This design comes from an exercise in tuning for small area on the open sky130 flow, not from production work. The RTL was checked by simulation tests, not by an equivalence proof against the original design. The clock cells of runs 3 to 6 come from the design's own scripts or RTL, not from TritonCTS. No driver is modelled on the clock port, so clock power and skew are understated where the tree is cut down; a real chip needs a root buffer or a tree. Power and IR drop assume default switching activity.

$ cat flow/config.mk
export PLATFORM = sky130hd
export DESIGN_NAME = top
export DESIGN_NICKNAME = top
export VERILOG_FILES = /design/flow/design.v
export SDC_FILE = /design/flow/constraint.sdc
export NUM_CORES = 4
export LEC_CHECK = 0
export CAP_MARGIN = 20
export CORE_MARGIN = 2
export CORE_UTILIZATION = 40
export SLEW_MARGIN = 20
$ cat flow/constraint.sdc
create_clock -name core_clock -period 5.0 [get_ports {clk}]
set_input_delay 1.0000 -clock core_clock [delete_from_list [all_inputs] [get_ports {clk}]]
set_output_delay 1.0000 -clock core_clock [all_outputs]
set_load 0.01 [all_outputs]
$ cat flow/design.v
module ContadorConTrigger(
    input wire clk,
    input wire rst,
    output reg trigger
);
reg [19:0] contador1;
parameter limite = 20'd500000;
always @(posedge clk) begin
    if (rst) begin
        contador1 <= 20'd0;
        trigger <= 1'b0;
    end else if (contador1 < limite) begin
        contador1 <= contador1 + 1;
        trigger <= 1;
    end else begin
        contador1 <= 0;
        trigger <= 0;
    end
end
endmodule
module ContadorConEcho(
    input wire clk,            
    input wire rst,
    input wire echo,           
    output reg [19:0] contador2  
);
always @(posedge clk)
    begin
		if(rst)
			begin
				contador2<=20'd0;
			end
		else if(echo==1)
			begin
				contador2<=contador2+1;  
			end
		else
			begin
				contador2<=0;
			end
	end
endmodule
module contador(
    input  clk_in,
    input  rst,
    output reg [23:0] count
);
parameter SIZE = 24;
parameter LIMIT = 24'd10000000;  
always@(posedge clk_in)
begin
  if(rst)
  begin
    count <= 0;
  end
  else if(count == LIMIT)
  begin
    count <= 0;
  end
  else
  begin
    count <= count + 1;
  end
end
endmodule
module duty(
  input clk_in,
  input rst,
  input switch1,
  input switch2,
  output reg [23:0] duty
);
  reg [23:0] duty_temp;   
  reg [15:0] counter;     
  always @(posedge clk_in)
  begin
    if (rst)
    begin
      duty_temp <= 24'd20000;
      counter <= 16'd0;
    end
    else
    begin
      if (switch1 == 1'b1)
      begin
        if (counter < 20000)
          counter <= counter + 1;
        else if (duty_temp + 70 <= 120000)  
        begin
          duty_temp <= duty_temp + 70;   
          counter <= 16'd0;
        end
      end
      if (switch2 == 1'b1)
      begin
        duty_temp <= 24'd20000;  
        counter <= 16'd0;
      end
    end
  end
  always @*
  begin
    duty = duty_temp;
  end
endmodule
module ControlLed(
    input clk,
    input rst,
    input wire [19:0] contador2,
    output reg led1,
    output reg led2,
    output reg led3
);
parameter L1=20'd70000;  
parameter L1m=20'd45000;
parameter L2=20'd45000;  
parameter L2m=20'd20000;
parameter L3=20'd20000;  
parameter L3m=20'd1000;
reg h1, h2, h3;
always @*
	begin
		led1 = h1;
		led2 = h2;
		led3 = h3;
		if (contador2>L1m && contador2<L1)
			begin
				led1 = 0;
				led2 = 1;
				led3 = 1;
			end
		else if (contador2>L2m && contador2<L2)
			begin
				led1 = 1;
				led2 = 0;
				led3 = 1;
			end
		else if (contador2>L3m && contador2<L3)
			begin
				led1 = 1;
				led2 = 1;
				led3 = 0;
			end
	end
always @(posedge clk)
	begin
		if (rst)
			begin
				h1 <= 1'b1;
				h2 <= 1'b1;
				h3 <= 1'b1;
			end
		else
			begin
				h1 <= led1;
				h2 <= led2;
				h3 <= led3;
			end
	end
endmodule
module comparador (
    input clk,
    input rst,
    input [23:0] cont,
    input [23:0] dut,   
    output reg pwm
);
wire [23:0] cable1 = cont;
wire [23:0] cable2 = dut;   
always @(posedge clk)
begin
    if (rst)
        pwm <= 1'b0;
    else if (cable1 < cable2)
        pwm <= 1'b1;
    else
        pwm <= 1'b0;
end
endmodule
module top (
  input clk,
  input rst,
  input echo,
  input sw1,
  input sw2,
  output trig,
  output led3,
  output led5,
  output led7,
  output led2,
  output led1,
  output led4,
  output led6,
  output led8,
  output led9,
  output pwm,
  output sonido
);
  wire [19:0] s0;
  wire led1_temp;
  wire led6_temp;
  wire sonido_temp;
  wire [23:0] s1;
  wire [23:0] s2;
  ContadorConTrigger ContadorConTrigger_i0 (
    .clk( clk ),
    .rst( rst ),
    .trigger( trig )
  );
  ContadorConEcho ContadorConEcho_i1 (
    .clk( clk ),
    .rst( rst ),
    .echo( echo ),
    .contador2( s0 )
  );
  contador contador_i2 (
    .clk_in( clk ),
    .rst( rst ),
    .count( s1 )
  );
  duty duty_i3 (
    .clk_in( clk ),
    .rst( rst ),
    .switch1( sw1 ),
    .switch2( sw2 ),
    .duty( s2 )
  );
  ControlLed ControlLed_i4 (
    .clk( clk ),
    .rst( rst ),
    .contador2( s0 ),
    .led1( led1_temp ),
    .led2( led6_temp ),
    .led3( sonido_temp )
  );
  comparador comparador_i5 (
    .clk( clk ),
    .rst( rst ),
    .cont( s1 ),
    .dut( s2 ),
    .pwm( pwm )
  );
  assign led3 = led1_temp;
  assign led5 = led6_temp;
  assign led7 = sonido_temp;
  assign led2 = led1_temp;
  assign led1 = led1_temp;
  assign led4 = led6_temp;
  assign led6 = led6_temp;
  assign led8 = sonido_temp;
  assign led9 = sonido_temp;
  assign sonido = sonido_temp;
endmodule
$ cat flow/run.sh
#!/bin/bash
# synth_recipe.tcl (not shown) runs the flow's synth.tcl, then flattens the netlist and writes it again
# the make line also repeats each setting of config.mk as NAME=value (left out here)
make -C /OpenROAD-flow-scripts/flow DESIGN_CONFIG=/design/flow/config.mk WORK_HOME=/design/flow/orfs CLKGATE_MAP_FILE= SYNTH_SCRIPT=/design/flow/synth_recipe.tcl finish
==> results of run 1 <==
-- state kept, by name, summed over array words and instances (netlist names) --
name and cells:
comparador_i5.pwm 1, ControlLed_i4.h1 1, ContadorConTrigger_i0.contador1 20, ContadorConEcho_i1.contador2 20, contador_i2.count 24, duty_i3.duty_temp 23, duty_i3.counter 16, ControlLed_i4.h3 1
ControlLed_i4.h2 1, ContadorConTrigger_i0.trigger 1
-- worst max-delay path, delay by kind of cell, from the launching register on --
kind,cells,cell delay [ps]
AO/OA/AOI/OAI,3,620
buffers and inverters,1,500
flip-flops,1,330
AND/OR/NAND/NOR,4,1220
-- Yosys cell counts, types with 7 or more instances --
cell type / instances
sky130_fd_sc_hd__inv_1: 33
sky130_fd_sc_hd__nand3_1: 44
sky130_fd_sc_hd__a21oi_1: 30
sky130_fd_sc_hd__buf_4: 11
sky130_fd_sc_hd__nor2_1: 93
sky130_fd_sc_hd__ha_1: 30
sky130_fd_sc_hd__o31ai_1: 7
sky130_fd_sc_hd__mux2i_1: 7
sky130_fd_sc_hd__nand4_1: 15
sky130_fd_sc_hd__and3_1: 18
sky130_fd_sc_hd__clkbuf_1: 17
sky130_fd_sc_hd__xnor2_1: 20
sky130_fd_sc_hd__or3_1: 11
sky130_fd_sc_hd__or4_1: 9
sky130_fd_sc_hd__o21ai_0: 49
sky130_fd_sc_hd__nand2_1: 54
sky130_fd_sc_hd__nor4_1: 10
sky130_fd_sc_hd__nand2b_1: 7
sky130_fd_sc_hd__nor3_1: 26
sky130_fd_sc_hd__dfxtp_1: 108
sky130_fd_sc_hd__xor2_1: 32
-- per-layer routing --
layer  global-route usage [%]  share of wire, %
met5                        0                 0
met4                     3.77               1.2
met3                     3.95               3.2
met2                     26.3                46
met1                     22.0                50
-- through the flow --
step           area (um^2)  instances
2_1_floorplan         5830        717
3_3_place_gp          6060        887
3_5_place_dp          6060        887
4_1_cts               6340        903
5_1_grt               6340        903
6_report              6340        903
-- final cells by class --
cell class	count	area, um^2
clock buffer	12	256
clock inverter	4	23.8
fill	1410	8030
inverter	34	128
multi-input combinational	541	3350
sequential	108	2160
tap	184	230
timing repair buffer	20	190
-- power by group --
group / switching (mW) / leakage (nW) / total (mW) / internal (mW)
clock: 0.311 / 0.142 / 0.674 / 0.364
sequential: 0.00597 / 0.872 / 0.871 / 0.865
combinational: 0.0277 / 1.21 / 0.0424 / 0.0146
-- logic make-up (layout without fill, tap and decap cells) --
family	Yosys count	in the layout	share of synthesized area, %
AND/OR/NAND/NOR	318	318	27.6
AO/OA/AOI/OAI	132	132	14.1
flip-flops	108	108	37.1
buffers and inverters	68	70	5.53
XOR/XNOR	52	52	7.81
adder cells (fa/ha/maj)	30	30	6.44
multiplexers	8	8	1.39
other	1	1	0.0643
-- worst max path at each step --
stage	startpoint	endpoint	slack (ps)	cells after the start
after floorplan	duty_i3.duty_temp[2]	duty_i3.duty_temp[11]	1760	14
after global placement	ContadorConEcho_i1.contador2[17]	sonido	1450	8
after detailed placement	ContadorConEcho_i1.contador2[17]	led7	1350	8
after CTS	ContadorConEcho_i1.contador2[17]	led7	970	8
after global routing	ContadorConEcho_i1.contador2[17]	sonido	760	8
final	ContadorConEcho_i1.contador2[17]	led7	980	8
==> impl_metrics.py, run 1 <==
metrics = {
    "sta": {
        "final-setup-viol-count": 0,
        "achievable-frequency_ghz": 0.249,
        "slew-limit-headroom_pct": 45.3,
        "clock_skew_ps": 5.36,
        "final_critical_path_setup_slack_ps": 982,
        "setup_total_negative_slack_ps": 0,
        "worst_hold_slack_ps": 462,
        "pin_slew_with_the_least_headroom_to_its_limit_ps": 810,
        "drv_slew": 0,
        "post-route-min-period_ps": 4020,
        "final_cycle_utilization_of_the_critical_path_pct": 80.4,
        "hold_viol": 0,
        "unrepaired_setup_endpoints_after_global_routing": "no",
    },
    "floorplanning": {
        "io_pins": 17,
        "floorplan.rows": 44,
        "die_h_um": 125,
        "coreArea_mm2": 0.0144,
        "floorplan.initialDensity_pct": 40.6,
        "die_area_mm2": 0.0156,
        "die_width_um": 125,
    },
    "placed_design": {
        "gp_congestion": 0.851,
        "pre_cts_slack_ps": 1350,
        "io_buffer_count": 16,
        "dp_hpwl_mm": 9.04,
    },
    "worst_setup_path": {
        "worstPathArrival_ps": 3020,
        "crit_path_start_kind": "register",
        "setup.worst_path.end_class": "output port",
        "setup.reg_to_reg.worst_slack_ps": 1470,
        "slowest_stage": "sky130_fd_sc_hd__or4_1",
        "worst_ep_required_time_ps": 4000,
        "worst_path_cell_chain": "or4_1, nor4_1, a22oi_1, a21oi_1, nor4_1, and2_1, a211o_1, clkdlybuf4s50_1",
        "worst_path_most_repeated_cell": "sky130_fd_sc_hd__nor4_1",
        "timing.reg2reg.worst_path_depth": 10,
        "regToRegStartpoint": "duty_i3.duty_temp[1]",
        "critical_path.reg2reg.endpoint": "duty_i3.counter[11]",
        "max_stage_delay_ps": 590,
        "worstSetupPathType": "register to output port",
        "critical_path.max_fanout": 5,
    },
    "clock_network": {
        "clkTransAtPathRegs_ps": 70,
        "cts.path.max_buffers": 2,
        "cts_root_buf": "sky130_fd_sc_hd__clkbuf_16",
        "postCtsResizedCells": 0,
        "maximum_level_of_the_cts_h_tree": 3,
        "holdBufCountCts": 0,
        "cts_num_sinks": 108,
        "postCtsSetupRepairBufs": 0,
        "cts_tree": "done",
        "insertion_delay_ps": 350,
        "tritoncts.num_buffers": 9,
    },
    "synthesis": {
        "synth-seq-area-share_pct": 37.1,
        "area_fraction_of_the_dominant_cell_type_after_synthesis_pct": 37.1,
        "yosysWarningCount": 6,
        "synth_top_area_cell": "sky130_fd_sc_hd__dfxtp_1",
        "synth_area_per_cell_um2": 8.14,
        "ys_async_sr_fraction_pct": 0,
        "netlist_area_mm2": 0.00583,
        "netlist_top_cells_area": "sky130_fd_sc_hd__dfxtp_1, sky130_fd_sc_hd__ha_1, sky130_fd_sc_hd__nor2_1",
        "synth_top_flop_cell": "sky130_fd_sc_hd__dfxtp_1",
        "netlist_instances": 717,
        "postSynthRegisterBits": 108,
        "postSynthNetCount": 752,
        "count_of_flip_flops_with_a_built_in_enable_after_synthesis": 0,
        "distinct_cell_type_count_after_synthesis": 69,
    },
    "cells_and_area": {
        "final_common_cell": "sky130_fd_sc_hd__dfxtp_1",
        "utilization_pct": 44.1,
        "layout.nets": 749,
        "final_layout_size_suffix_gt1_share_pct": 4.73,
        "antennaDiodeCount": 0,
        "layout_common_cells": "sky130_fd_sc_hd__dfxtp_1, sky130_fd_sc_hd__nor2_1, sky130_fd_sc_hd__nand2_1",
        "area_delta_synth_final_pct": 8.67,
    },
    "pwr": {
        "worst_supply_voltage_drop_on_vdd_mv": 0.154,
        "power_density_mw_per_mm2": 250,
        "post-layout-total-power_mw": 1.59,
        "cellLeakagePower_nw": 2.23,
    },
    "status": {
        "outcome": "timing/DRC/antenna clean",
    },
    "route": {
        "postRouteWirelength_mm": 12.5,
        "drcViolationCount": 0,
        "antenna_violating_nets_left": 0,
        "num_vias": 4925,
        "drtIter0Drc": 385,
        "routed_wire_per_std_cell_um": 13.8,
        "routed_via_density": 5.45,
        "drt_pre_antenna_iters": 5,
    },
    "min_path": {
        "min-delay-path-class": "register to register",
        "min_path_cells": 1,
        "timing.hold.worst.start": "duty_i3.counter[15]",
        "worstHoldEndpoint": "duty_i3.counter[15]",
    },
    "global_routing": {
        "grt_antenna_before_repair": 0,
        "grt_usage_pct": 16.3,
        "first_global_vias": 4603,
        "grt_remaining_overflow": 0,
        "grt_pass1_wl_mm": 21.5,
        "largest_net_degree_at_the_start_of_global_routing": 25,
    },
    "flow_run": {
        "cap_viol_max_count": 0,
    },
}
==> run 2, diff against run 1 <==
==> flow/design.v (replaced) <==
module top (
  input clk,
  input rst,
  input echo,
  input sw1,
  input sw2,
  output trig,
  output led3,
  output led5,
  output led7,
  output led2,
  output led1,
  output led4,
  output led6,
  output led8,
  output led9,
  output pwm,
  output sonido
);
  localparam [18:0] C1_T = 19'h32971;         
  reg  [18:0] c1;
  reg         trig_r;
  wire        c1_end = (c1 == C1_T);
  wire        c1_ld  = rst | c1_end;
  always @(posedge clk) begin
    c1     <= c1_ld ? 19'd0 : {c1[17:0], ~(c1[18] ^ c1[5])};
    trig_r <= ~c1_ld;
  end
  assign trig = trig_r;
  localparam [19:0] C2_1000  = 20'h184fe;
  localparam [19:0] C2_20000 = 20'hfcf73;
  localparam [19:0] C2_45000 = 20'hb683a;
  reg  [19:0] c2;
  wire        c2_fb = c2[19] ^ c2[16] ^ (c2[18:0] == 19'd0);
  always @(posedge clk)
    c2 <= (rst | ~echo) ? 20'd0 : {c2[18:0], c2_fb};
  wire ev_c = echo & (c2 == C2_1000);
  wire ev_b = echo & (c2 == C2_20000);
  wire ev_a = echo & (c2 == C2_45000);
  reg la, lb, lc;
  always @(posedge clk) begin
    if (rst) begin
      la <= 1'b1; lb <= 1'b1; lc <= 1'b1;
    end else if (ev_a | ev_b | ev_c) begin
      la <= ~ev_a; lb <= ~ev_b; lc <= ~ev_c;
    end
  end
  assign led1 = la; assign led2 = la; assign led3 = la;
  assign led4 = lb; assign led5 = lb; assign led6 = lb;
  assign led7 = lc; assign led8 = lc; assign led9 = lc; assign sonido = lc;
  localparam [6:0] L0 = 7'h00, L20 = 7'h3d, L30 = 7'h43, L69 = 7'h3b;
  reg  [6:0]  lc7;      
  reg  [17:0] hb;       
  wire        l_end  = (lc7 == L69);
  wire        p_end  = (lc7 == L30) & hb[17] & hb[13] & hb[11] & hb[10] & hb[9] & hb[3] & hb[0];
  wire        p_ld   = rst | p_end;
  always @(posedge clk) begin
    lc7 <= p_ld ? L20 : l_end ? L0 : {lc7[5:0], ~(lc7[6] ^ lc7[5])};
    hb  <= p_ld ? 18'd0 : hb + {17'd0, l_end};
  end
  reg [10:0] kd;
  reg [14:0] sub;
  wire sub_end = sub[14] & sub[11] & sub[10] & sub[9] & sub[5];      
  wire kd_end  = kd[10] & kd[9] & kd[7] & kd[5] & kd[4] & kd[1];      
  always @(posedge clk) begin
    if (rst | sw2) begin
      kd  <= 11'd286;
      sub <= 15'd0;
    end else if (sw1) begin
      if (!sub_end)
        sub <= sub + 15'd1;
      else if (!kd_end) begin
        kd  <= kd + 11'd1;
        sub <= 15'd0;
      end
    end
  end
  reg pwm_r;
  always @(posedge clk)
    pwm_r <= ~rst & (hb[17:11] == 7'd0) & (hb[10:0] < kd);
  assign pwm = pwm_r;
endmodule
==> impl_metrics.py, run 2 <==
metrics = {
    "status": {
        "outcome": "timing/DRC/antenna clean",
    },
    "floorplanning": {
        "floorplan.initialDensity_pct": 40.8,
        "die_h_um": 106,
        "coreArea_mm2": 0.0102,
        "die_width_um": 106,
        "io_pins": 17,
        "floorplan.rows": 37,
        "die_area_mm2": 0.0112,
    },
    "synthesis": {
        "synth_top_area_cell": "sky130_fd_sc_hd__dfxtp_1",
        "synth_top_flop_cell": "sky130_fd_sc_hd__dfxtp_1",
        "postSynthRegisterBits": 95,
        "distinct_cell_type_count_after_synthesis": 52,
        "most_common_cell_in_the_synthesized_netlist": "sky130_fd_sc_hd__dfxtp_1",
        "area_fraction_of_the_dominant_cell_type_after_synthesis_pct": 45.7,
        "count_of_flip_flops_with_a_built_in_enable_after_synthesis": 0,
        "synth_area_per_cell_um2": 9.22,
        "yosysWarningCount": 1,
        "ys_async_sr_fraction_pct": 0,
        "netlist_area_mm2": 0.00416,
        "postSynthNetCount": 470,
        "netlist_instances": 451,
        "synth-seq-area-share_pct": 45.7,
        "netlist_top_cells_area": "sky130_fd_sc_hd__dfxtp_1, sky130_fd_sc_hd__and2_1, sky130_fd_sc_hd__ha_1",
        "ys_top_cells_by_count": "sky130_fd_sc_hd__dfxtp_1, sky130_fd_sc_hd__and2_1, sky130_fd_sc_hd__nand2_1, sky130_fd_sc_hd__nor2_1, sky130_fd_sc_hd__a21oi_1",
    },
    "sta": {
        "final-setup-viol-count": 0,
        "pin_slew_with_the_least_headroom_to_its_limit_ps": 1080,
        "slew-limit-headroom_pct": 27.5,
        "setup_total_negative_slack_ps": 0,
        "final_critical_path_setup_slack_ps": 2400,
        "achievable-frequency_ghz": 0.384,
        "drv_slew": 0,
        "unrepaired_setup_endpoints_after_global_routing": "no",
        "final_cycle_utilization_of_the_critical_path_pct": 52.0,
        "clock_skew_ps": 15.3,
        "hold_viol": 0,
        "post-route-min-period_ps": 2600,
    },
    "worst_setup_path": {
        "worstPathArrival_ps": 2820,
        "critical_path.startpoint": "sw1",
        "setup.reg_to_reg.worst_slack_ps": 2490,
        "critical_path.max_fanout": 16,
        "crit_path_start_kind": "input port",
        "max_stage_delay_ps": 750,
        "worst_setup_ep": "sub[8]",
        "worst_path_most_repeated_cell": "sky130_fd_sc_hd__o21ai_1",
        "worst_path_cell_chain": "clkdlybuf4s50_1, o21ai_1, o21ai_1, a21oi_1",
        "setup.worst_path.end_class": "register",
        "slowest_stage": "sky130_fd_sc_hd__o21ai_1",
        "worst_ep_required_time_ps": 5220,
        "worstSetupPathType": "input port to register",
        "critical_path.reg2reg.endpoint": "hb[16]",
        "regToRegStartpoint": "lc7[2]",
        "timing.reg2reg.worst_path_depth": 9,
    },
    "global_routing": {
        "first_global_vias": 3012,
        "largest_net_degree_at_the_start_of_global_routing": 26,
        "grt_antenna_before_repair": 0,
        "grt_remaining_overflow": 0,
        "grt_pass1_wl_mm": 14.0,
        "grt_usage_pct": 15.3,
    },
    "clock_network": {
        "tritoncts.num_buffers": 9,
        "maximum_level_of_the_cts_h_tree": 3,
        "postCtsResizedCells": 0,
        "cts_num_sinks": 95,
        "postCtsSetupRepairBufs": 0,
        "insertion_delay_ps": 370,
        "cts.path.max_buffers": 2,
        "holdBufCountCts": 0,
        "cts_tree": "done",
        "clkTransAtPathRegs_ps": 100,
        "cts_root_buf": "sky130_fd_sc_hd__clkbuf_8",
    },
    "pwr": {
        "power_density_mw_per_mm2": 296,
        "cellLeakagePower_nw": 1.69,
        "worst_supply_voltage_drop_on_vdd_mv": 0.162,
    },
    "cells_and_area": {
        "final_common_cell": "sky130_fd_sc_hd__dfxtp_1",
        "reg.largest.list": "c2 (20), c1 (19), hb (18)",
        "utilization_pct": 45.1,
        "final_layout_size_suffix_gt1_share_pct": 6.06,
        "layout.nets": 476,
        "layout_common_cells": "sky130_fd_sc_hd__dfxtp_1, sky130_fd_sc_hd__and2_1, sky130_fd_sc_hd__nand2_1",
        "antennaDiodeCount": 0,
        "area_delta_synth_final_pct": 10.5,
        "largest_register": "c2",
        "largest_register_ff_count": 20,
    },
    "placed_design": {
        "pre_cts_slack_ps": 2010,
        "dp_hpwl_mm": 5.54,
        "io_buffer_count": 16,
        "gp_congestion": 0.797,
    },
    "min_path": {
        "min_path_cells": 1,
        "min-delay-path-class": "register to register",
    },
    "route": {
        "drt_pre_antenna_iters": 4,
        "postRouteWirelength_mm": 7.92,
        "drcViolationCount": 0,
        "num_vias": 3181,
        "routed_via_density": 5.32,
        "antenna_violating_nets_left": 0,
        "drtIter0Drc": 114,
        "routed_wire_per_std_cell_um": 13.2,
    },
    "flow_run": {
        "cap_viol_max_count": 0,
    },
}
## run 2: how the worst min path moves through the flow
stage	start	endpoint	slack [ps]
final	lc7[0]	lc7[1]	460
after global routing	c1[15]	c1[16]	480
after CTS	lc7[0]	lc7[1]	460
after detailed placement	lc7[2]	lc7[3]	440
after global placement	lc7[2]	lc7[3]	420
after floorplan	lc7[2]	lc7[3]	410
## run 2: power breakdown
| group | internal [mW] | switching, mW | leakage (nW) | total, mW |
|---|---|---|---|---|
| clock network | 0.249 | 0.303 | 0.113 | 0.552 |
| registers | 0.765 | 0.00494 | 0.769 | 0.770 |
| logic | 0.0157 | 0.0231 | 0.810 | 0.0388 |
| total | 1.03 | 0.331 | 1.69 | 1.36 |
## run 2: through the flow
stage	power, mW	cell area, um^2	hold slack (ps)	cells
after global routing	1.42	4590	483	598
after global placement	0.825	4370	419	582
final	1.36	4590	458	598
after CTS	1.38	4590	462	598
after floorplan	0.813	4160	409	451
after detailed placement	0.826	4370	438	582
## run 2: logic make-up (layout without fill, tap and decap cells)
logic type,after synthesis,after routing,share of synthesized area (%)
flops,95,95,45.7
simple gates,211,211,30.2
buf+inv,43,54,4.94
fa+ha+maj,14,14,4.21
xor+xnor,11,11,2.32
mux,10,10,2.41
compound gates,67,67,10.2
## run 2: per-layer routing
metal  part of all wire [%]  GRT usage [%]  wire, um
met1                     52           20.9      4110
met2                     44           23.6      3460
met3                    3.2           3.07       253
met4                    1.1           6.58        89
met5                      0              0         0
## run 2: area by class of cell
type                       instances  area (um^2)
clock buffer                       9          124
clock inverter                     7         97.6
fill                             972         5590
inverter                          20         75.1
multi-input combinational        313         2050
sequential                        95         1900
tap                              136          170
timing repair buffer              18          175
## run 2: critical path, delay by kind of cell
kind                   cells  cell delay [ps]
buffers and inverters      1              610
AO/OA/AOI/OAI              3             1210
==> run 3, diff against run 2 <==
==> flow/flow/run.sh (new file) <==
#!/bin/bash
# Own layout flow: the standard synthesis, then the combinational logic
# between the (unchanged) registers is re-mapped by ABC for area, then the
# standard ORFS layout with small port buffers and a lean clock tree.
# Each tool's output goes to its own log file in the work folder.
set -euo pipefail
W=$PWD
F=$W/flow
R=$W/orfs/results/$FLOW_PLATFORM/top/base
YOSYS=$(command -v yosys || echo "$FLOW_HOME/../tools/install/yosys/bin/yosys")
LIB=$FLOW_HOME/platforms/$FLOW_PLATFORM/lib/sky130_fd_sc_hd__tt_025C_1v80.lib

bash standard.sh synth > $W/log_1_synth.log 2>&1
cp $R/1_2_yosys.v $W/synth_standard.v

# 2. re-map the logic between the registers
sed -e "s|@LIB@|$LIB|g" -e "s|@IN@|$W/synth_standard.v|g" -e "s|@OUT@|$W/synth_remap.v|g" \
    -e "s|@ABC@|$F/remap.abc|g" -e "s|@STAT@|$W/remap_stat.txt|g" $F/remap.ys > $W/remap.ys
$YOSYS -s $W/remap.ys > $W/log_2_remap.log 2>&1
cp $W/synth_remap.v $R/1_2_yosys.v
rm -f $R/1_synth.odb $R/1_synth.sdc

# 3. layout; the clock tree is built by flow/clktree.tcl
export CLK_NLEAF=${CLK_NLEAF:-3} CLK_LEAF=${CLK_LEAF:-sky130_fd_sc_hd__clkbuf_16} CLK_ROOT=${CLK_ROOT:-none}
bash standard.sh finish \
  "BUFFER_PORTS_ARGS=-buffer_cell sky130_fd_sc_hd__buf_1" \
  "PRE_CTS_TCL=$F/clktree.tcl" \
  > $W/log_3_layout.log 2>&1
test -f $W/out/final.def
==> flow/flow/clktree.tcl (new file) <==
# Hook sourced before CTS: build a one-level clock tree by hand. The clock
# port drives one root buffer (or, with CLK_ROOT none, the leaves directly);
# the root drives NLEAF leaf buffers, each
# feeding the flip-flops nearest to it. Then CTS itself is skipped.
set ctree_nleaf [expr {[info exists ::env(CLK_NLEAF)] ? $::env(CLK_NLEAF) : 2}]
set ctree_leaf  [expr {[info exists ::env(CLK_LEAF)] ? $::env(CLK_LEAF) : "sky130_fd_sc_hd__clkbuf_8"}]
set ctree_root  [expr {[info exists ::env(CLK_ROOT)] ? $::env(CLK_ROOT) : "sky130_fd_sc_hd__clkbuf_4"}]

proc ctree_build {nleaf leafcell rootcell} {
  set db [ord::get_db]
  set block [ord::get_db_block]
  set clk [$block findNet clk]
  set sinks {}
  foreach it [$clk getITerms] {
    lappend sinks $it
  }
  # sort sinks by x, split into nleaf groups of equal size
  set pts {}
  foreach it $sinks {
    set b [[$it getInst] getBBox]
    lappend pts [list [expr {([$b xMin] + [$b xMax]) / 2}] [expr {([$b yMin] + [$b yMax]) / 2}] $it]
  }
  set pts [lsort -integer -index 0 $pts]
  set n [llength $pts]
  set rootm [$db findMaster $rootcell]
  set leafm [$db findMaster $leafcell]
  set sx 0; set sy 0
  foreach p $pts { incr sx [lindex $p 0]; incr sy [lindex $p 1] }
  # nleaf = cols * rows: split by x into columns, then each column by y
  set cols [expr {int(ceil(sqrt($nleaf)))}]
  while {$nleaf % $cols != 0} { incr cols -1 }
  set rows [expr {$nleaf / $cols}]
  set groups {}
  for {set c 0} {$c < $cols} {incr c} {
    set lo [expr {$c * $n / $cols}]
    set hi [expr {($c + 1) * $n / $cols - 1}]
    set col [lsort -integer -index 1 [lrange $pts $lo $hi]]
    set m [llength $col]
    for {set r 0} {$r < $rows} {incr r} {
      set lo2 [expr {$r * $m / $rows}]
      set hi2 [expr {($r + 1) * $m / $rows - 1}]
      lappend groups [lrange $col $lo2 $hi2]
    }
  }
  set leafin $clk
  if {$nleaf > 1 && $rootcell ne "none"} {
    set root [odb::dbInst_create $block $rootm "clkroot_0"]
    set rnet [odb::dbNet_create $block "clknet_root"]
    $rnet setSigType CLOCK
    [$root findITerm A] connect $clk
    [$root findITerm X] connect $rnet
    $root setLocation [expr {$sx / $n}] [expr {$sy / $n}]
    $root setPlacementStatus PLACED
    set leafin $rnet
  }
  set g 0
  foreach grp $groups {
    set lx 0; set ly 0
    foreach p $grp { incr lx [lindex $p 0]; incr ly [lindex $p 1] }
    set m [llength $grp]
    set leaf [odb::dbInst_create $block $leafm "clkleaf_$g"]
    set lnet [odb::dbNet_create $block "clknet_leaf_$g"]
    $lnet setSigType CLOCK
    [$leaf findITerm A] connect $leafin
    [$leaf findITerm X] connect $lnet
    $leaf setLocation [expr {$lx / $m}] [expr {$ly / $m}]
    $leaf setPlacementStatus PLACED
    foreach p $grp {
      set it [lindex $p 2]
      $it disconnect
      $it connect $lnet
    }
    incr g
  }
}
ctree_build $ctree_nleaf $ctree_leaf $ctree_root
detailed_placement
proc clock_tree_synthesis {args} { puts "clock_tree_synthesis skipped: clock tree built by hand" }
==> flow/flow/remap.abc (new file) <==
strash; &get -n; &deepsyn -T 30; &put; dch; amap
==> flow/flow/remap.ys (new file) <==
read_liberty -ignore_miss_func @LIB@
read_verilog @IN@
hierarchy -top top
blackbox sky130_fd_sc_hd__df*
flatten
opt_clean
opt -purge
abc -liberty @LIB@ -dont_use sky130_fd_sc_hd__lpflow_* -dont_use sky130_fd_sc_hd__probe* -script @ABC@
opt_clean -purge
setundef -zero
hilomap -singleton -hicell sky130_fd_sc_hd__conb_1 HI -locell sky130_fd_sc_hd__conb_1 LO
insbuf -buf sky130_fd_sc_hd__buf_1 A X
splitnets
opt_clean -purge
tee -o @STAT@ stat -liberty @LIB@
write_verilog -noattr -nohex -nodec @OUT@
==> flow/standard.sh (new file) <==
#!/bin/bash
# synth_recipe.tcl (not shown) runs the flow's synth.tcl, then flattens the netlist and writes it again
# the make line also repeats each setting of config.mk as NAME=value (left out here)
make -C /OpenROAD-flow-scripts/flow DESIGN_CONFIG=/design/flow/config.mk WORK_HOME=/design/flow/orfs CLKGATE_MAP_FILE= SYNTH_SCRIPT=/design/flow/synth_recipe.tcl "${@:-finish}"
--- a/flow/config.mk
+++ b/flow/config.mk
@@ -7,5 +7,6 @@
 export LEC_CHECK = 0
 export CAP_MARGIN = 20
 export CORE_MARGIN = 2
-export CORE_UTILIZATION = 40
+export CORE_UTILIZATION = 70
+export PLACE_DENSITY = 0.85
 export SLEW_MARGIN = 20
removed: flow/run.sh
==> impl_metrics.py, run 3 <==
metrics = {
    "sta": {
        "unrepaired_setup_endpoints_after_global_routing": "no",
        "post-route-min-period_ps": 3880,
        "final-setup-viol-count": 0,
        "clock_skew_ps": 6.97,
        "achievable-frequency_ghz": 0.258,
        "drv_slew": 0,
        "final_cycle_utilization_of_the_critical_path_pct": 77.6,
        "slew-limit-headroom_pct": 52.9,
        "hold_viol": 0,
        "pin_slew_with_the_least_headroom_to_its_limit_ps": 704,
        "setup_total_negative_slack_ps": 0,
    },
    "clock_network": {
        "postCtsResizedCells": 0,
        "insertion_delay_ps": 170,
        "postCtsSetupRepairBufs": 0,
        "holdBufCountCts": 0,
        "clkTransAtPathRegs_ps": 110,
    },
    "pwr": {
        "post-layout-total-power_mw": 1.09,
        "worst_supply_voltage_drop_on_vdd_mv": 0.195,
        "cellLeakagePower_nw": 1.26,
        "power_density_mw_per_mm2": 305,
    },
    "worst_setup_path": {
        "worst_path_most_repeated_cell": "sky130_fd_sc_hd__nor2_1",
        "timing.reg2reg.worst_path_depth": 19,
        "setup.worst_path.end_class": "register",
        "critical_path.max_fanout": 7,
        "slowest_stage": "sky130_fd_sc_hd__or3_1",
        "worstSetupPathType": "register to register",
        "worstPathArrival_ps": 3970,
        "crit_path_start_kind": "register",
        "worst_path_cell_chain": "clkinv_1, or3_1, nor2_1, nand2_1, nor2_1, and2_0, nand2_1, nor2_1, nand2_1, nor2_1, nand2_1, nor2_1, nand2_1, nor2_1, and3_1, and3_1, and3_1, nor2_1, a211oi_1",
        "max_stage_delay_ps": 420,
        "worst_ep_required_time_ps": 5090,
    },
    "cells_and_area": {
        "area_delta_synth_final_pct": 6.23,
        "final_layout_size_suffix_gt1_share_pct": 1.49,
        "reg.largest.list": "c2 (20), c1 (19), hb (18)",
        "utilization_pct": 76.3,
        "largest_register": "c2",
        "final_cell_area_mm2": 0.00358,
        "largest_register_ff_count": 20,
        "antennaDiodeCount": 0,
        "filler_cell_count": 326,
        "layout_common_cells": "sky130_fd_sc_hd__dfxtp_1, sky130_fd_sc_hd__nor2_1, sky130_fd_sc_hd__clkinv_1",
        "layout.nets": 410,
        "final_instance_count_without_filler_cells": 457,
        "final_common_cell": "sky130_fd_sc_hd__dfxtp_1",
    },
    "min_path": {
        "min_path_cells": 1,
        "min-delay-path-class": "register to register",
    },
    "placed_design": {
        "placedCellCount": 454,
        "gp_congestion": 0.809,
        "io_buffer_count": 16,
        "placed_area_mm2": 0.00350,
        "dp_hpwl_mm": 4.41,
    },
    "floorplanning": {
        "floorplan.rows": 25,
        "io_pins": 17,
        "coreArea_mm2": 0.00469,
        "die_h_um": 73.4,
        "floorplan.initialDensity_pct": 71.9,
        "die_area_mm2": 0.00539,
        "die_width_um": 73.4,
    },
    "global_routing": {
        "largest_net_degree_at_the_start_of_global_routing": 33,
        "grt_remaining_overflow": 0,
        "grt_usage_pct": 23.1,
        "first_global_vias": 2422,
        "grt_pass1_wl_mm": 10.4,
        "grt_antenna_before_repair": 0,
    },
    "route": {
        "antenna_violating_nets_left": 0,
        "drtIter0Drc": 131,
        "drcViolationCount": 0,
        "num_vias": 2570,
        "postRouteWirelength_mm": 5.93,
        "drt_pre_antenna_iters": 4,
        "routed_wire_per_std_cell_um": 13.0,
        "routed_via_density": 5.62,
    },
    "flow_run": {
        "cap_viol_max_count": 0,
    },
    "synthesis": {
        "yosysWarningCount": 1,
        "netlist_area_mm2": 0.00337,
        "synth_area_per_cell_um2": 8.65,
        "postSynthNetCount": 395,
        "netlist_instances": 390,
    },
    "status": {
        "outcome": "timing/DRC/antenna clean",
    },
}
[run 3: path summary, 6_finish.rpt]
kind	from	to	slack, ps
worst max register to register	lc7[1]	hb[17]	1120
worst min register to register	c1[18]	c1[0]	430
worst max-delay path	lc7[1]	hb[17]	1120
worst min-delay path	c1[18]	c1[0]	430
[run 3: through the flow]
stage / hold WS (ps) / setup slack, ps
5_1_grt: 460 / 609
3_5_place_dp: 413 / 1250
6_report: 427 / 1120
3_3_place_gp: 406 / 1500
4_1_cts: 413 / 1200
2_1_floorplan: 396 / 1690
[run 3: per-layer routing]
layer / part of all wire [%] / track usage, %
met5: 0 / 0
met4: 0.54 / 3.23
met3: 2.9 / 0.960
met2: 49 / 42.2
met1: 47 / 31.0
[run 3: report_power, final]
part / internal, mW / switching [mW] / total (mW)
clock network: 0.112 / 0.179 / 0.291
logic: 0.00975 / 0.0220 / 0.0317
registers: 0.765 / 0.00401 / 0.769
total: 0.886 / 0.205 / 1.09
[run 3: area by class of cell]
cell class                      instances  area, um^2  area share, %
Timing Repair Buffer                   17        67.6           1.89
Inverter                               53         199           5.55
Buffer                                  3        75.1           2.10
Tap cell                               54        67.6           1.89
Sequential cell                        95        1900           53.1
Multi-Input combinational cell        235        1270           35.5
[run 3: critical path: cells and delay by family (launching register included)]
| kind | cells | cell delay [ps] |
|---|---|---|
| and+or+nand+nor | 17 | 3160 |
| DFF | 1 | 340 |
| buffers and inverters | 1 | 80 |
| AOI/OAI and AO/OA | 1 | 210 |
==> run 4, diff against run 3 <==
--- a/flow/design.v
+++ b/flow/design.v
@@ -17,34 +17,44 @@
   output pwm,
   output sonido
 );
-  localparam [18:0] C1_T = 19'h32971;         
-  reg  [18:0] c1;
+  localparam [18:0] C1_POL  = 19'h2aaaa;
+  localparam [18:0] C1_SEED = 19'h71c3e;      
+  localparam [18:0] C1_T    = 19'h2aaaa;      
+  reg  [18:0] c1s;
+  wire [18:0] c1 = c1s ^ C1_POL;
   reg         trig_r;
   wire        c1_end = (c1 == C1_T);
   wire        c1_ld  = rst | c1_end;
+  wire [18:0] c1_nx  = c1_ld ? C1_SEED : {c1[17:0], ~(c1[18] ^ c1[5])};
   always @(posedge clk) begin
-    c1     <= c1_ld ? 19'd0 : {c1[17:0], ~(c1[18] ^ c1[5])};
+    c1s    <= c1_nx ^ C1_POL;
     trig_r <= ~c1_ld;
   end
   assign trig = trig_r;
-  localparam [19:0] C2_1000  = 20'h184fe;
-  localparam [19:0] C2_20000 = 20'hfcf73;
-  localparam [19:0] C2_45000 = 20'hb683a;
-  reg  [19:0] c2;
+  localparam [19:0] C2_POL   = 20'haaaaa;
+  localparam [19:0] C2_SEED  = 20'h60129;
+  localparam [19:0] C2_1000  = 20'hb2752;
+  localparam [19:0] C2_20000 = 20'ha4742;
+  localparam [19:0] C2_45000 = 20'h94742;
+  reg  [19:0] c2s;
+  wire [19:0] c2 = c2s ^ C2_POL;
   wire        c2_fb = c2[19] ^ c2[16] ^ (c2[18:0] == 19'd0);
+  wire [19:0] c2_nx = (rst | ~echo) ? C2_SEED : {c2[18:0], c2_fb};
   always @(posedge clk)
-    c2 <= (rst | ~echo) ? 20'd0 : {c2[18:0], c2_fb};
+    c2s <= c2_nx ^ C2_POL;
   wire ev_c = echo & (c2 == C2_1000);
   wire ev_b = echo & (c2 == C2_20000);
   wire ev_a = echo & (c2 == C2_45000);
-  reg la, lb, lc;
+  reg [1:0] ls;
   always @(posedge clk) begin
-    if (rst) begin
-      la <= 1'b1; lb <= 1'b1; lc <= 1'b1;
-    end else if (ev_a | ev_b | ev_c) begin
-      la <= ~ev_a; lb <= ~ev_b; lc <= ~ev_c;
-    end
+    if (rst)
+      ls <= 2'b11;
+    else if (ev_a | ev_b | ev_c)
+      ls <= {ev_c, ev_b};
   end
+  wire la = |ls;
+  wire lb = ~(~ls[1] & ls[0]);
+  wire lc = ~(ls[1] & ~ls[0]);
   assign led1 = la; assign led2 = la; assign led3 = la;
   assign led4 = lb; assign led5 = lb; assign led6 = lb;
   assign led7 = lc; assign led8 = lc; assign led9 = lc; assign sonido = lc;
==> impl_metrics.py, run 4 <==
metrics = {
    "status": {
        "outcome": "timing/DRC/antenna clean",
    },
    "sta": {
        "worst_hold_slack_ps": 389,
        "setup_total_negative_slack_ps": 0,
        "pin_slew_with_the_least_headroom_to_its_limit_ps": 539,
        "drv_slew": 0,
        "post-route-min-period_ps": 3630,
        "achievable-frequency_ghz": 0.275,
        "clock_skew_ps": 6.81,
        "unrepaired_setup_endpoints_after_global_routing": "no",
        "final_cycle_utilization_of_the_critical_path_pct": 72.7,
        "slew-limit-headroom_pct": 64.1,
        "hold_viol": 0,
        "final-setup-viol-count": 0,
    },
    "placed_design": {
        "dp_hpwl_mm": 4.13,
        "placed_area_mm2": 0.00335,
        "io_buffer_count": 16,
        "gp_congestion": 0.802,
    },
    "floorplanning": {
        "die_h_um": 72.0,
        "die_area_mm2": 0.00518,
        "floorplan.initialDensity_pct": 73.2,
        "coreArea_mm2": 0.00441,
        "floorplan.rows": 24,
        "io_pins": 17,
        "die_width_um": 72.0,
    },
    "clock_network": {
        "clkTransAtPathRegs_ps": 110,
        "holdBufCountCts": 0,
        "postCtsResizedCells": 0,
        "postCtsSetupRepairBufs": 0,
        "insertion_delay_ps": 170,
    },
    "worst_setup_path": {
        "timing.reg2reg.worst_path_depth": 19,
        "worstPathArrival_ps": 3730,
        "worst_path_cell_chain": "clkinv_1, or3_1, nor2_1, nand2_1, nor2_1, nand2_1, nor2_1, nand2_1, nor2_1, nand2_1, nor2_1, nand2_1, clkinv_1, and3_1, and3_1, and3_1, and3_1, nor2_1, a211oi_1",
        "critical_path.reg2reg.endpoint": "hb[17]",
        "max_stage_delay_ps": 430,
        "crit_path_start_kind": "register",
        "worst_ep_required_time_ps": 5100,
        "worst_path_most_repeated_cell": "sky130_fd_sc_hd__nor2_1",
        "worstSetupPathType": "register to register",
        "critical_path.max_fanout": 5,
        "slowest_stage": "sky130_fd_sc_hd__or3_1",
        "setup.worst_path.end_class": "register",
        "regToRegStartpoint": "lc7[1]",
        "setup.reg_to_reg.worst_slack_ps": 1370,
    },
    "route": {
        "antenna_violating_nets_left": 0,
        "drcViolationCount": 0,
        "drt_pre_antenna_iters": 4,
        "postRouteWirelength_mm": 5.51,
        "routed_wire_per_std_cell_um": 12.6,
        "num_vias": 2451,
        "drtIter0Drc": 130,
        "routed_via_density": 5.60,
    },
    "global_routing": {
        "grt_antenna_before_repair": 0,
        "first_global_vias": 2298,
        "grt_remaining_overflow": 0,
        "grt_usage_pct": 22.2,
        "grt_pass1_wl_mm": 9.74,
        "largest_net_degree_at_the_start_of_global_routing": 33,
    },
    "pwr": {
        "p_seq_share_pct": 70.6,
        "worst_supply_voltage_drop_on_vdd_mv": 0.215,
        "power_density_mw_per_mm2": 321,
        "internal_power_mw": 0.890,
        "sw_frac_of_total_pct": 19.1,
        "power.switching_mw": 0.210,
        "pwr-share-clk_pct": 26.1,
        "post-layout-total-power_mw": 1.10,
        "power.combinational.fraction_pct": 3.3,
        "cellLeakagePower_nw": 1.26,
    },
    "synthesis": {
        "synth_area_per_cell_um2": 8.67,
        "netlist_area_mm2": 0.00323,
        "postSynthNetCount": 378,
        "netlist_instances": 373,
        "yosysWarningCount": 1,
    },
    "min_path": {
        "timing.hold.worst.start": "c1s[6]",
        "worstHoldEndpoint": "c1s[7]",
        "min-delay-path-class": "register to register",
        "min_path_cells": 1,
    },
    "cells_and_area": {
        "reg.largest.list": "c2s (20), c1s (19), hb (18)",
        "final_layout_size_suffix_gt1_share_pct": 1.30,
        "antennaDiodeCount": 0,
        "final_cell_area_mm2": 0.00342,
        "layout_common_cells": "sky130_fd_sc_hd__dfxtp_1, sky130_fd_sc_hd__nor2_1, sky130_fd_sc_hd__clkinv_1",
        "largest_register": "c2s",
        "area_delta_synth_final_pct": 5.84,
        "layout.nets": 393,
        "filler_cell_count": 320,
        "largest_register_ff_count": 20,
        "final_common_cell": "sky130_fd_sc_hd__dfxtp_1",
    },
    "flow_run": {
        "cap_viol_max_count": 0,
    },
}
-- run 4: power by group through the flow --
| stage | Clock (mW) | Sequential, mW | Combinational (mW) |
|---|---|---|---|
| 2_1_floorplan | 0 | 0.792 | 0.0239 |
| 3_3_place_gp | 0 | 0.793 | 0.0349 |
| 3_5_place_dp | 0 | 0.794 | 0.0361 |
| 4_1_cts | 0.223 | 0.794 | 0.0362 |
| 5_1_grt | 0.322 | 0.779 | 0.0416 |
| 6_report | 0.288 | 0.777 | 0.0359 |
-- run 4: critical path: cells and delay by family, from the launching register on --
kind | cells | cell delay (ps)
simple gates | 16 | 2930
flops | 1 | 330
compound gates | 1 | 150
buf+inv | 2 | 130
-- run 4: per-stage QoR --
stage / std cells / worst slack [ps] / util [%]
after floorplan: 373 / 1880 / -
after global placement: 435 / 1700 / 75.8
after detailed placement: 435 / 1420 / 75.8
after CTS: 438 / 1420 / 77.5
after global routing: 438 / 963 / 77.5
final: 438 / 1370 / 77.5
-- run 4: cell type report --
cell class	count	area (um^2)	area share, %
sequential	94	1880	55.0
tap	52	65.1	1.90
inverter	33	124	3.62
multi-input combinational	239	1210	35.3
timing repair buffer	17	67.6	1.97
buffer	3	75.1	2.19
-- run 4: per-layer routing --
layer  part of all wire (%)  up-vias  GRT usage (%)
met5                      0        -              0
met4                   0.74        0           2.52
met3                    1.5        3           1.11
met2                     48       16           38.5
met1                     50     1132           32.2
li1                       -     1300              -
-- run 4: worst max-delay path by stage --
| stage | from | endpoint | slack (ps) | depth (start not counted) |
|---|---|---|---|---|
| floorplan | lc7[1] | hb[17] | 1880 | 18 |
| global placement | lc7[1] | hb[17] | 1700 | 19 |
| detailed placement | lc7[1] | hb[17] | 1420 | 19 |
| CTS | lc7[1] | hb[17] | 1420 | 19 |
| global route | lc7[1] | hb[17] | 960 | 19 |
| finish | lc7[1] | hb[17] | 1370 | 19 |
==> run 5, diff against run 4 <==
--- a/flow/design.v
+++ b/flow/design.v
@@ -59,31 +59,38 @@
   assign led4 = lb; assign led5 = lb; assign led6 = lb;
   assign led7 = lc; assign led8 = lc; assign led9 = lc; assign sonido = lc;
   localparam [6:0] L0 = 7'h00, L20 = 7'h3d, L30 = 7'h43, L69 = 7'h3b;
-  reg  [6:0]  lc7;      
-  reg  [17:0] hb;       
+  localparam [6:0]  L_POL  = 7'h00;
+  localparam [17:0] HB_POL = 18'h3ffff;
+  reg  [6:0]  lcs;      
+  reg  [17:0] hbs;      
+  wire [6:0]  lc7 = lcs ^ L_POL;
+  wire [17:0] hb  = hbs ^ HB_POL;
   wire        l_end  = (lc7 == L69);
   wire        p_end  = (lc7 == L30) & hb[17] & hb[13] & hb[11] & hb[10] & hb[9] & hb[3] & hb[0];
   wire        p_ld   = rst | p_end;
+  wire [6:0]  lc_nx  = p_ld ? L20 : l_end ? L0 : {lc7[5:0], ~(lc7[6] ^ lc7[5])};
+  wire [17:0] hb_nx  = p_ld ? 18'd0 : hb + {17'd0, l_end};
   always @(posedge clk) begin
-    lc7 <= p_ld ? L20 : l_end ? L0 : {lc7[5:0], ~(lc7[6] ^ lc7[5])};
-    hb  <= p_ld ? 18'd0 : hb + {17'd0, l_end};
+    lcs <= lc_nx ^ L_POL;
+    hbs <= hb_nx ^ HB_POL;
   end
-  reg [10:0] kd;
+  localparam [10:0] KD_POL  = 11'h000;
+  localparam [14:0] SUB_T = 15'h45e6;
+  reg [10:0] kds;
   reg [14:0] sub;
-  wire sub_end = sub[14] & sub[11] & sub[10] & sub[9] & sub[5];      
+  wire [10:0] kd  = kds ^ KD_POL;
+  wire sub_end = (sub == SUB_T);
   wire kd_end  = kd[10] & kd[9] & kd[7] & kd[5] & kd[4] & kd[1];      
+  wire step    = sw1 & sub_end & ~kd_end;
   always @(posedge clk) begin
-    if (rst | sw2) begin
-      kd  <= 11'd286;
+    if (rst | sw2 | step)
       sub <= 15'd0;
-    end else if (sw1) begin
-      if (!sub_end)
-        sub <= sub + 15'd1;
-      else if (!kd_end) begin
-        kd  <= kd + 11'd1;
-        sub <= 15'd0;
-      end
-    end
+    else if (sw1 & ~sub_end)
+      sub <= {sub[13:0], ~(sub[14] ^ sub[13])};
+    if (rst | sw2)
+      kds <= 11'd286 ^ KD_POL;
+    else if (step)
+      kds <= (kd + 11'd1) ^ KD_POL;
   end
   reg pwm_r;
   always @(posedge clk)
--- a/flow/flow/run.sh
+++ b/flow/flow/run.sh
@@ -13,10 +13,30 @@
 bash standard.sh synth > $W/log_1_synth.log 2>&1
 cp $R/1_2_yosys.v $W/synth_standard.v
 
-# 2. re-map the logic between the registers
-sed -e "s|@LIB@|$LIB|g" -e "s|@IN@|$W/synth_standard.v|g" -e "s|@OUT@|$W/synth_remap.v|g" \
-    -e "s|@ABC@|$F/remap.abc|g" -e "s|@STAT@|$W/remap_stat.txt|g" $F/remap.ys > $W/remap.ys
-$YOSYS -s $W/remap.ys > $W/log_2_remap.log 2>&1
+# 2. re-map the logic between the registers: one Yosys/ABC run per line of
+# flow/remap_scripts.txt, in parallel; the smallest netlist is kept.
+i=0
+while IFS= read -r scr; do
+  [ -n "$scr" ] || continue
+  i=$((i+1)); D=$W/remap_$i; mkdir -p $D
+  printf '%s\n' "$scr" > $D/s.abc
+  sed -e "s|@LIB@|$LIB|g" -e "s|@IN@|$W/synth_standard.v|g" -e "s|@OUT@|$D/out.v|g" \
+      -e "s|@ABC@|$D/s.abc|g" -e "s|@STAT@|$D/stat.txt|g" $F/remap.ys > $D/remap.ys
+  ( cd $D && $YOSYS -s $D/remap.ys > $W/log_2_remap_$i.log 2>&1 || true ) &
+done < $F/remap_scripts.txt
+wait
+best=""; barea=""
+for D in $W/remap_*; do
+  [ -s $D/out.v ] && [ -s $D/stat.txt ] || continue
+  # same registers as the standard synthesis
+  [ "$(grep -c 'sky130_fd_sc_hd__df' $D/out.v)" = "$(grep -c 'sky130_fd_sc_hd__df' $W/synth_standard.v)" ] || continue
+  a=$(awk '/Chip area/ {print $NF}' $D/stat.txt)
+  if [ -z "$best" ] || awk -v a=$a -v b=$barea 'BEGIN{exit !(a<b)}'; then best=$D; barea=$a; fi
+done
+test -n "$best"
+echo "kept $best area $barea" > $W/remap_choice.txt
+cp $best/out.v $W/synth_remap.v
+cp $best/stat.txt $W/remap_stat.txt
 cp $W/synth_remap.v $R/1_2_yosys.v
 rm -f $R/1_synth.odb $R/1_synth.sdc
 
==> flow/flow/remap_scripts.txt (new file) <==
strash; &get -n; &deepsyn -T 40 -S 0; &put; dch -f; amap
strash; &get -n; &deepsyn -T 40 -S 1; &put; dch -f; amap
strash; &get -n; &deepsyn -T 40 -S 2; &put; dch; amap; strash; dch; amap
strash; &get -n; &deepsyn -T 40 -S 3; &put; dch -f; map -a
removed: flow/flow/remap.abc
==> impl_metrics.py, run 5 <==
metrics = {
    "status": {
        "outcome": "timing/DRC/antenna clean",
    },
    "clock_network": {
        "postCtsResizedCells": 0,
        "insertion_delay_ps": 170,
        "holdBufCountCts": 0,
        "clkTransAtPathRegs_ps": 110,
        "postCtsSetupRepairBufs": 0,
    },
    "worst_setup_path": {
        "worst_ep_required_time_ps": 5060,
        "critical_path.max_fanout": 5,
        "timing.critical_path.depth": 22,
        "worstSetupPathType": "register to register",
        "regToRegStartpoint": "lcs[1]",
        "timing.critical_path.max_delay_family": "simple AND/OR/NAND/NOR gates",
        "critical_path.reg2reg.endpoint": "hbs[17]",
        "worst_path_cell_chain": "clkinv_1, or3_1, nor2_1, nand2_1, nor2_1, nand2_1, nor2_1, nand2_1, nor2_1, nand2_1, nor2_1, nand2_1, nor2_1, nand2_1, nor2_1, nand2_1, nor2_1, nand2_1, nor2_1, nand2_1, a21oi_1, o21ai_0",
        "slowest_stage": "sky130_fd_sc_hd__or3_1",
        "max_stage_delay_ps": 410,
        "timing.reg2reg.worst_path_depth": 22,
        "crit_path_start_kind": "register",
        "worstPathArrival_ps": 3920,
        "setup.reg_to_reg.worst_slack_ps": 1140,
        "setup.worst_path.end_class": "register",
        "crit_buf_inv": 1,
    },
    "pwr": {
        "cellLeakagePower_nw": 1.16,
        "power_density_mw_per_mm2": 324,
        "worst_supply_voltage_drop_on_vdd_mv": 0.221,
        "post-layout-total-power_mw": 1.10,
    },
    "route": {
        "routed_wire_per_std_cell_um": 12.6,
        "postRouteWirelength_mm": 5.33,
        "routed_via_density": 5.70,
        "antenna_violating_nets_left": 0,
        "drt_pre_antenna_iters": 4,
        "drtIter0Drc": 85,
        "drcViolationCount": 0,
        "num_vias": 2423,
    },
    "global_routing": {
        "grt_use_met3_pct": 1.13,
        "grt_usage_pct": 22.0,
        "largest_net_degree_at_the_start_of_global_routing": 33,
        "grt.met1_usage_pct": 32.1,
        "grt.met2_usage_pct": 38.2,
        "gr-max-usage-layer": "met2",
        "grt_antenna_before_repair": 0,
        "grt_pass1_wl_mm": 9.65,
        "first_global_vias": 2261,
        "grt_remaining_overflow": 0,
    },
    "cells_and_area": {
        "seq_area_mm2": 0.00188,
        "filler_cell_count": 296,
        "area_delta_synth_final_pct": 5.64,
        "reg.largest.list": "c2s (20), c1s (19), hbs (18)",
        "largest_register": "c2s",
        "final_common_cell": "sky130_fd_sc_hd__dfxtp_1",
        "antennaDiodeCount": 0,
        "layout_common_cells": "sky130_fd_sc_hd__dfxtp_1, sky130_fd_sc_hd__nor2_1, sky130_fd_sc_hd__clkinv_1",
        "final_layout_size_suffix_gt1_share_pct": 1.07,
        "layout.nets": 380,
        "area_used_by_multi_input_combinational_logic_mm2": 0.00111,
        "largest_register_ff_count": 20,
    },
    "synthesis": {
        "netlist_instances": 360,
        "netlist_area_mm2": 0.00321,
        "yosysWarningCount": 1,
        "synth_area_per_cell_um2": 8.93,
        "postSynthNetCount": 365,
    },
    "floorplanning": {
        "floorplan.initialDensity_pct": 73.3,
        "die_width_um": 71.8,
        "die_h_um": 71.8,
        "coreArea_mm2": 0.00438,
        "die_area_mm2": 0.00515,
        "io_pins": 17,
        "floorplan.rows": 24,
    },
    "sta": {
        "setup_total_negative_slack_ps": 0,
        "pin_slew_with_the_least_headroom_to_its_limit_ps": 596,
        "drv_slew": 0,
        "slew-limit-headroom_pct": 60.3,
        "final_cycle_utilization_of_the_critical_path_pct": 77.1,
        "hold_viol": 0,
        "unrepaired_setup_endpoints_after_global_routing": "no",
        "post-route-min-period_ps": 3860,
        "achievable-frequency_ghz": 0.259,
        "final-setup-viol-count": 0,
        "clock_skew_ps": 4.24,
    },
    "placed_design": {
        "gp_congestion": 0.801,
        "dp_hpwl_mm": 4.02,
        "io_buffer_count": 16,
    },
    "flow_run": {
        "cap_viol_max_count": 0,
    },
    "min_path": {
        "worstHoldEndpoint": "c1s[12]",
        "timing.hold.worst.start": "c1s[11]",
        "min_path_cells": 1,
        "min-delay-path-class": "register to register",
    },
}
## run 5: worst max path at each step
stage	start	end	slack (ps)
after global placement	lcs[1]	hbs[17]	1490
final	lcs[1]	hbs[17]	1140
after detailed placement	lcs[1]	hbs[17]	1250
after global routing	lcs[1]	hbs[17]	510
after CTS	lcs[1]	hbs[17]	1180
after floorplan	lcs[1]	hbs[17]	1670
## run 5: power breakdown
part / switching, mW / internal [mW]
Sequential: 0.0101 / 0.767
Combinational: 0.0257 / 0.0112
Clock: 0.173 / 0.111
Total: 0.209 / 0.890
## run 5: final cells by class
type | count | share of cell area (%)
multi-input combinational | 208 | 32.8
sequential | 94 | 55.4
tap | 52 | 1.92
timing repair buffer | 17 | 1.99
buffer | 3 | 2.21
inverter | 51 | 5.64
## run 5: per-layer routing
metal  vias to the layer above  wire length [um]
met5                         -                 0
met4                         0                35
met3                         3               160
met2                        34              2510
met1                      1111              2630
li1                       1275                 -
## run 5: worst reg2reg max path: cells and delay by family (launching register included)
family          cells  cell delay [ps]
compound gates      2              260
simple gates       19             3110
buf+inv             1               70
flops               1              330
## run 5: per-stage QoR
| stage | instances | hold slack (ps) | setup slack [ps] | util, % | cell area (um^2) |
|---|---|---|---|---|---|
| after floorplan | 360 | 352 | 1670 | - | 3210 |
| after global placement | 422 | 361 | 1490 | 75.7 | 3320 |
| after detailed placement | 422 | 367 | 1250 | 75.7 | 3320 |
| after CTS | 425 | 368 | 1180 | 77.5 | 3400 |
| after global routing | 425 | 412 | 508 | 77.5 | 3400 |
| final | 425 | 395 | 1140 | 77.5 | 3400 |
==> run 6, diff against run 5 <==
==> flow/flow/remap_scripts.txt (replaced) <==
strash; &get -n; &deepsyn -T 40; &dch -f; &nf -R 1000 -a; &put
strash; &get -n; &deepsyn -T 40 -S 5; &dch -f; &nf -R 1000 -a; &put
strash; &get -n; &deepsyn -T 40; &put; dch -f; amap
strash; &get -n; &deepsyn -T 40 -S 9; &put; dch -f; &get -n; &nf -R 2000 -a -F 20 -A 20; &put
==> impl_metrics.py, run 6 <==
metrics = {
    "status": {
        "outcome": "timing/DRC/antenna clean",
    },
    "worst_setup_path": {
        "crit_path_start_kind": "register",
        "timing.reg2reg.worst_path_depth": 15,
        "setup.reg_to_reg.worst_slack_ps": 430,
        "worst_path_most_repeated_cell": "sky130_fd_sc_hd__or3_1",
        "crit_buf_inv": 0,
        "max_stage_delay_ps": 440,
        "critical_path.max_fanout": 8,
        "worstSetupPathType": "register to register",
        "setup.worst_path.end_class": "register",
        "worst_ep_required_time_ps": 5020,
        "timing.critical_path.max_delay_family": "simple AND/OR/NAND/NOR gates",
        "slowest_stage": "sky130_fd_sc_hd__or3_1",
        "timing.critical_path.depth": 15,
        "worst_path_cell_chain": "nand2_1, nor2_1, nand4_1, or3_1, or3_1, or3_1, or2_0, or3_1, or3_1, or3_1, or2_0, or3_1, nor2_1, xnor2_1, nand2_1",
        "regToRegStartpoint": "lcs[1]",
        "worstPathArrival_ps": 4600,
        "critical_path.reg2reg.endpoint": "hbs[17]",
    },
    "global_routing": {
        "first_global_vias": 2160,
        "grt_remaining_overflow": 0,
        "grt_pass1_wl_mm": 9.16,
        "largest_net_degree_at_the_start_of_global_routing": 33,
        "grt_usage_pct": 21.4,
        "grt_antenna_before_repair": 0,
    },
    "synthesis": {
        "netlist_area_mm2": 0.00314,
        "netlist_instances": 326,
        "synth_area_per_cell_um2": 9.63,
        "postSynthNetCount": 331,
        "yosysWarningCount": 1,
    },
    "floorplanning": {
        "floorplan.initialDensity_pct": 72.6,
        "coreArea_mm2": 0.00432,
        "io_pins": 17,
        "die_width_um": 71.0,
        "floorplan.rows": 24,
        "die_area_mm2": 0.00504,
        "die_h_um": 71.0,
    },
    "placed_design": {
        "dp_hpwl_mm": 3.78,
        "placed_area_mm2": 0.00325,
        "io_buffer_count": 16,
        "placedCellCount": 389,
        "gp_congestion": 0.770,
    },
    "route": {
        "num_vias": 2302,
        "drt_pre_antenna_iters": 4,
        "drcViolationCount": 0,
        "routed_via_density": 5.87,
        "postRouteWirelength_mm": 5.29,
        "routed_wire_per_std_cell_um": 13.5,
        "drtIter0Drc": 72,
        "antenna_violating_nets_left": 0,
    },
    "sta": {
        "final-setup-viol-count": 0,
        "setup_total_negative_slack_ps": 0,
        "worst_hold_slack_ps": 391,
        "pin_slew_with_the_least_headroom_to_its_limit_ps": 927,
        "final_cycle_utilization_of_the_critical_path_pct": 91.5,
        "slew-limit-headroom_pct": 37.9,
        "post-route-min-period_ps": 4570,
        "clock_skew_ps": 6.80,
        "hold_viol": 0,
        "achievable-frequency_ghz": 0.219,
        "drv_slew": 0,
        "unrepaired_setup_endpoints_after_global_routing": "no",
    },
    "cells_and_area": {
        "area_delta_synth_final_pct": 6.02,
        "reg.largest.list": "c2s (20), c1s (19), hbs (18)",
        "final_instance_count_without_filler_cells": 392,
        "largest_register_ff_count": 20,
        "final_common_cell": "sky130_fd_sc_hd__dfxtp_1",
        "final_cell_area_mm2": 0.00333,
        "utilization_pct": 77.0,
        "largest_register": "c2s",
        "layout.nets": 347,
        "layout_common_cells": "sky130_fd_sc_hd__dfxtp_1, sky130_fd_sc_hd__nand2_1, sky130_fd_sc_hd__nor2_1",
        "antennaDiodeCount": 0,
        "final_layout_size_suffix_gt1_share_pct": 1.47,
    },
    "pwr": {
        "power_density_mw_per_mm2": 330,
        "cellLeakagePower_nw": 1.28,
        "worst_supply_voltage_drop_on_vdd_mv": 0.216,
    },
    "clock_network": {
        "holdBufCountCts": 0,
        "postCtsSetupRepairBufs": 0,
        "clkTransAtPathRegs_ps": 110,
        "postCtsResizedCells": 0,
        "insertion_delay_ps": 170,
    },
    "min_path": {
        "worstHoldEndpoint": "c1s[13]",
        "min-delay-path-class": "register to register",
        "timing.hold.worst.start": "c1s[12]",
        "min_path_cells": 1,
    },
    "flow_run": {
        "cap_viol_max_count": 0,
    },
}
run 6: cell count changes in the layout (fill, tap and decap cells not counted), sizes merged, moves of 7 or more:
cell    change
a22o       +15
clkinv     -48
nand2      +14
o22ai      -15
nor2       -19
a211o       -7
run 6: metal layers:
metal,share of wire (%),global-route usage (%),vias up
li1,-,-,1186
met1,49,30.4,1084
met2,48,38.3,30
met3,2.5,0.712,2
met4,0.55,1.68,0
met5,0,0,-
run 6: worst max path at each step:
stage          startpoint       to  slack, ps
2_1_floorplan      lcs[5]  hbs[17]        770
3_3_place_gp       lcs[1]  hbs[17]        630
3_5_place_dp       lcs[1]  hbs[17]        440
4_1_cts            lcs[1]  hbs[17]        450
5_1_grt            lcs[1]  hbs[17]         40
6_report           lcs[1]  hbs[17]        430
run 6: power by group:
group / internal [mW] / switching [mW]
Sequential: 0.767 / 0.0113
Clock: 0.111 / 0.173
Combinational: 0.0123 / 0.0227
run 6: per-stage QoR:
step / setup WS (ps) / total power, mW
after global routing: 41.2 / 1.14
after CTS: 447 / 1.05
after global placement: 626 / 0.829
after detailed placement: 442 / 0.831
final: 427 / 1.10
after floorplan: 774 / 0.816
run 6: final cells by class:
cell class	instances	area [um^2]
Buffer	3	75.1
Timing Repair Buffer	18	75.1
Tap cell	52	65.1
Inverter	3	11.3
Fill cell	309	995
Multi-Input combinational cell	222	1220
Sequential cell	94	1880
run 6: worst register-to-register path, delay by kind of cell, from the launching register on:
| kind | cells | cell delay (ps) |
|---|---|---|
| DFF | 1 | 350 |
| and+or+nand+nor | 14 | 3950 |
| xor gates and xnor gates | 1 | 140 |

port drivers added, routing unchanged:
The results above use ideal ports. As a check the final layouts listed here were re-extracted and re-timed, cells and wires unchanged. Step 1 assumes that a clkbuf_16 drives the clock port and a buf_2 every other input. Step 2 also shifts input and output timing later by t, the mid clock arrival at the registers, as if the neighbouring blocks saw the same clock. Three values: ideal, step 1, step 2; two values: the first two.
run | t (ns) | setup slack, ns | hold slack, ns | clock arrival spread, ns | worst data-port slew with drivers (ns)
run 1 | 0.386 | 0.982 / 0.941 / 1.327 | 0.462 / 0.462 / 0.462 | 0.008 / 0.008 | 0.04
run 2 | 0.392 | 2.398 / 2.402 / 2.010 | 0.458 / 0.458 / 0.458 | 0.020 / 0.020 | 0.03
run 3 | 0.226 | 1.119 / 1.119 / 1.119 | 0.427 / 0.427 / 0.427 | 0.009 / 0.008 | 0.03
run 4 | 0.223 | 1.367 / 1.367 / 1.367 | 0.389 / 0.389 / 0.389 | 0.009 / 0.008 | 0.04
run 5 | 0.220 | 1.143 / 1.143 / 1.143 | 0.395 / 0.395 / 0.395 | 0.006 / 0.006 | 0.03
run 6 | 0.218 | 0.427 / 0.427 / 0.427 | 0.391 / 0.391 / 0.391 | 0.007 / 0.007 | 0.03
After both steps every run listed still meets setup and hold. For run 2, which loses most, drivers alone change the setup slack by +0.004 ns; drivers and shift together by -0.388 ns.
